What follows belongs to an exercise in optimizing a design on an open flow for a short achievable clock period and few clock cycles; a production flow would make more cautious choices.
Only simulation tests tie the RTL to the original design; equivalence was not proved.
Power and IR drop assume default switching activity.

## microprocessor
module microprocessor #(parameter N = 8, ROM_addressBits = 6, RF_addressBits = 3) (
  input  logic                           clk             ,
  input  logic                           rst_n           ,
  input  logic [ 3+2*(RF_addressBits):0] ROM_data        ,
  input  logic [                  N-1:0] SRAM_data       ,
  output logic                           overflowPC      ,
  output logic                           ROM_readEnable  ,
  output logic                           SRAM_readEnable ,
  output logic                           SRAM_writeEnable,
  output logic [    ROM_addressBits-1:0] ROM_address     ,
  output logic [(2**RF_addressBits)-1:0] SRAM_address    ,
  output logic [                  N-1:0] SRAM_data_in
);
Size in the first run: roughly 1600 cells after synthesis, ~380 flip-flops, roughly 46 I/O pins.
==> flow/config.mk <==
export PLATFORM = sky130hd
export DESIGN_NAME = microprocessor
export DESIGN_NICKNAME = microprocessor
export VERILOG_FILES = /design/flow/design.v
export SDC_FILE = /design/flow/constraint.sdc
export NUM_CORES = 4
export LEC_CHECK = 0
export CAP_MARGIN = 20
export CORE_MARGIN = 2
export CORE_UTILIZATION = 60
export SETUP_SLACK_MARGIN = 4.0
export SLEW_MARGIN = 20
==> flow/constraint.sdc <==
create_clock -name core_clock -period 6.0 [get_ports {clk}]
set_input_delay 1.2000 -clock core_clock [delete_from_list [all_inputs] [get_ports {clk}]]
set_output_delay 1.2000 -clock core_clock [all_outputs]
set_load 0.01 [all_outputs]
standard.sh (not shown) runs the stock make flow with config.mk's settings and CLKGATE_MAP_FILE= SYNTH_SCRIPT=/design/flow/synth_recipe.tcl, a recipe that flattens the netlist after the stock synthesis.
==> flow/flow/run.sh <==
#!/bin/bash
# The standard layout (standard.sh), with one change: the input and output
# port buffers that global placement inserts are sky130_fd_sc_hd__buf_4
# cells instead of the clkdlybuf4s50_1 delay cells buffer_ports picks by
# default, and timing repair may resize cells across footprints.  Synthesis is the standard one, run unchanged.
set -euo pipefail
cd "$(dirname "$0")/.."
bash standard.sh synth > synth.log 2>&1
sed 's|CLKGATE_MAP_FILE= |CLKGATE_MAP_FILE= MATCH_CELL_FOOTPRINT=0 "BUFFER_PORTS_ARGS=-buffer_cell sky130_fd_sc_hd__buf_4" |' standard.sh > layout.sh
bash layout.sh > layout.log 2>&1
The starting point ran to the end with no violations.
Testbench counts at the start, summed over its fixed seeds: cycles 22,799.
Edit:
--- a/flow/config.mk
+++ b/flow/config.mk
@@ -10 +10 @@
-export CORE_UTILIZATION = 60
+export CORE_UTILIZATION = 40
Effect: Via count decreases by 7.5%; final cell count increases by 7.2%; design area decreases by 2.0%; worst setup slack improves by 50 ps; critical path depth decreases by 7; clock power decreases by about 4%; die area increases by 49%; power decreases by 4.2%; first-iteration DRC count decreases by 17%; routed wire length decreases by 8.5%; utilization decreases by 29 points.

Starting RTL as in the previous note.
==> flow/design.v (excerpt) <==
module microprocessor #(parameter N = 8, ROM_addressBits = 6, RF_addressBits = 3) (
  input  logic                           clk             ,
  input  logic                           rst_n           ,
  input  logic [ 3+2*(RF_addressBits):0] ROM_data        ,
  input  logic [                  N-1:0] SRAM_data       ,
  output logic                           overflowPC      ,
  output logic                           ROM_readEnable  ,
  output logic                           SRAM_readEnable ,
  output logic                           SRAM_writeEnable,
  output logic [    ROM_addressBits-1:0] ROM_address     ,
  output logic [(2**RF_addressBits)-1:0] SRAM_address    ,
  output logic [                  N-1:0] SRAM_data_in
);
clock: 6.0 ns
lec_check: 0
cap_margin: 20
core_margin: 2
core_utilization: 40
setup_slack_margin: 3.5
slew_margin: 20
Scripts as last shown in full above: flow/flow/run.sh
The starting point finished clean.
Testbench counts at the start, summed over its fixed seeds: cycles 22,799.
Rerun with:
--- a/flow/flow/run.sh
+++ b/flow/flow/run.sh
@@ -5 +5 @@
-# default, and timing repair may resize cells across footprints.  Synthesis is the standard one, run unchanged.
+# default.  Synthesis is the standard one, run unchanged.
@@ -9 +9 @@
-sed 's|CLKGATE_MAP_FILE= |CLKGATE_MAP_FILE= MATCH_CELL_FOOTPRINT=0 "BUFFER_PORTS_ARGS=-buffer_cell sky130_fd_sc_hd__buf_4" |' standard.sh > layout.sh
+sed 's|CLKGATE_MAP_FILE= |CLKGATE_MAP_FILE= "BUFFER_PORTS_ARGS=-buffer_cell sky130_fd_sc_hd__buf_4" |' standard.sh > layout.sh
Outcome: The new run finished with timing, DRC and antenna clean; global-route usage fell by 0.40 points; first-iteration DRC count rises by 13%; sequential share of layout area went up by 0.43 points; setup slack degrades by 0.0076 ns; synthesized area stays the same; hold slack gets better by 0.0035 ns; maximum frequency came out lower by 0.32%; total power went down by 2.5%; final cell count came out lower by 0.50%; core utilization decreases by 0.42 points.
Rerun with:
--- a/flow/flow/run.sh
+++ b/flow/flow/run.sh
@@ -5 +5 @@
-# default.  Synthesis is the standard one, run unchanged.
+# default, and timing repair may resize cells across footprints.  Synthesis is the standard one, run unchanged.
@@ -9 +9 @@
-sed 's|CLKGATE_MAP_FILE= |CLKGATE_MAP_FILE= "BUFFER_PORTS_ARGS=-buffer_cell sky130_fd_sc_hd__buf_4" |' standard.sh > layout.sh
+sed 's|CLKGATE_MAP_FILE= |CLKGATE_MAP_FILE= MATCH_CELL_FOOTPRINT=0 "BUFFER_PORTS_ARGS=-buffer_cell sky130_fd_sc_hd__buf_4" |' standard.sh > layout.sh
Settings changed: SETUP_SLACK_MARGIN 3.5 to 5.0.
Outcome:
- power rose by 25%
- setup slack is better by 0.013 ns
- cell area is higher by about 34%
- combinational power goes up by about 90%
- final cell count rises by 16%
- clock skew hardly moves
Rerun with:
==> flow/run.sh (new file) <==
#!/bin/bash
# synth_recipe.tcl (not shown) runs the flow's synth.tcl, then flattens the netlist and writes it again
# the make line also repeats each setting of config.mk as NAME=value (left out here)
make -C /OpenROAD-flow-scripts/flow DESIGN_CONFIG=/design/flow/config.mk WORK_HOME=/design/flow/orfs CLKGATE_MAP_FILE= SYNTH_SCRIPT=/design/flow/synth_recipe.tcl finish
Settings changed: SETUP_SLACK_MARGIN 5.0 to 3.5.
removed: flow/flow/run.sh
removed: flow/standard.sh
=> The changed run finished with timing, DRC and antenna clean; total power is lower by 18%; fmax is lower by 2.8%; area after synthesis is unchanged; clock skew is higher by 0.0039 ns; setup slack is worse by 0.068 ns; clock power stays flat; die area is unchanged; via count is lower by 16%; wire length is lower by 21%; design area is lower by 24%; global-route usage is lower by 3.9 points.
Rerun with:
==> flow/flow/run.sh (new file) <==
#!/bin/bash
# The standard layout (standard.sh), with one change: the input and output
# port buffers that global placement inserts are sky130_fd_sc_hd__buf_4
# cells instead of the clkdlybuf4s50_1 delay cells buffer_ports picks by
# default, and timing repair may resize cells across footprints.  Synthesis is the standard one, run unchanged.
set -euo pipefail
cd "$(dirname "$0")/.."
bash standard.sh synth > synth.log 2>&1
sed 's|CLKGATE_MAP_FILE= |CLKGATE_MAP_FILE= MATCH_CELL_FOOTPRINT=0 "BUFFER_PORTS_ARGS=-buffer_cell sky130_fd_sc_hd__buf_4" |' standard.sh > layout.sh
bash layout.sh > layout.log 2>&1
==> flow/standard.sh (new file) <==
#!/bin/bash
# synth_recipe.tcl (not shown) runs the flow's synth.tcl, then flattens the netlist and writes it again
# the make line also repeats each setting of config.mk as NAME=value (left out here)
make -C /OpenROAD-flow-scripts/flow DESIGN_CONFIG=/design/flow/config.mk WORK_HOME=/design/flow/orfs CLKGATE_MAP_FILE= SYNTH_SCRIPT=/design/flow/synth_recipe.tcl "${@:-finish}"
Settings changed: SETUP_SLACK_MARGIN 3.5 to 4.5.
removed: flow/run.sh
What happened:
- non-clock buffer count rises by 297
- worst hold slack barely changes
- maximum frequency rises by 2.8%
- total power rises by 19%
- first-iteration DRC count rises by 26%
- clock power falls by about 3%
- via count rises by 17%
- routed wire length rises by 25%
- die area stays the same
- utilization rises by 13 points
- sequential share of layout area falls by 10 points

afterwards: timing with drivers on the ports:
No port has a modelled driver above. Below, the same layouts with a new extraction and two added sets of constraints. Step 1: set_driving_cell puts a clkbuf_16 on clk and a buf_2 on each other input, an assumption about the parent block. Step 2 moves the port delays by t, midway between the first and last clock arrival at a register: inputs arrive t later, outputs are due t later. That takes back most of the time a late clock gives input paths. a / b / c = ideal / step 1 / step 2; a / b = the first two.
| run | t, ns | setup slack, ns | hold WS [ns] |
|---|---|---|---|
| the first run of note 1 | 0.605 | 3.566 / 3.549 / 3.153 | 0.323 / 0.323 / 0.323 |
| the second run of note 1 | 0.623 | 3.616 / 3.562 / 3.166 | 0.324 / 0.324 / 0.324 |
| the first run of note 2 | 0.601 | 3.605 / 3.567 / 3.051 | 0.320 / 0.320 / 0.320 |
| the second run of note 2 | 0.611 | 3.597 / 3.552 / 3.060 | 0.324 / 0.324 / 0.324 |
| the third run of note 2 | 0.630 | 3.610 / 3.559 / 3.120 | 0.326 / 0.326 / 0.326 |
| the fourth run of note 2 | 0.619 | 3.542 / 3.494 / 2.948 | 0.325 / 0.325 / 0.325 |
| the fifth run of note 2 | 0.633 | 3.608 / 3.552 / 3.075 | 0.324 / 0.324 / 0.324 |
After both steps setup and hold are still met in every run listed. For the fourth run of note 2, which loses most, drivers alone change the setup slack by -0.048 ns; drivers and shift together by -0.594 ns.
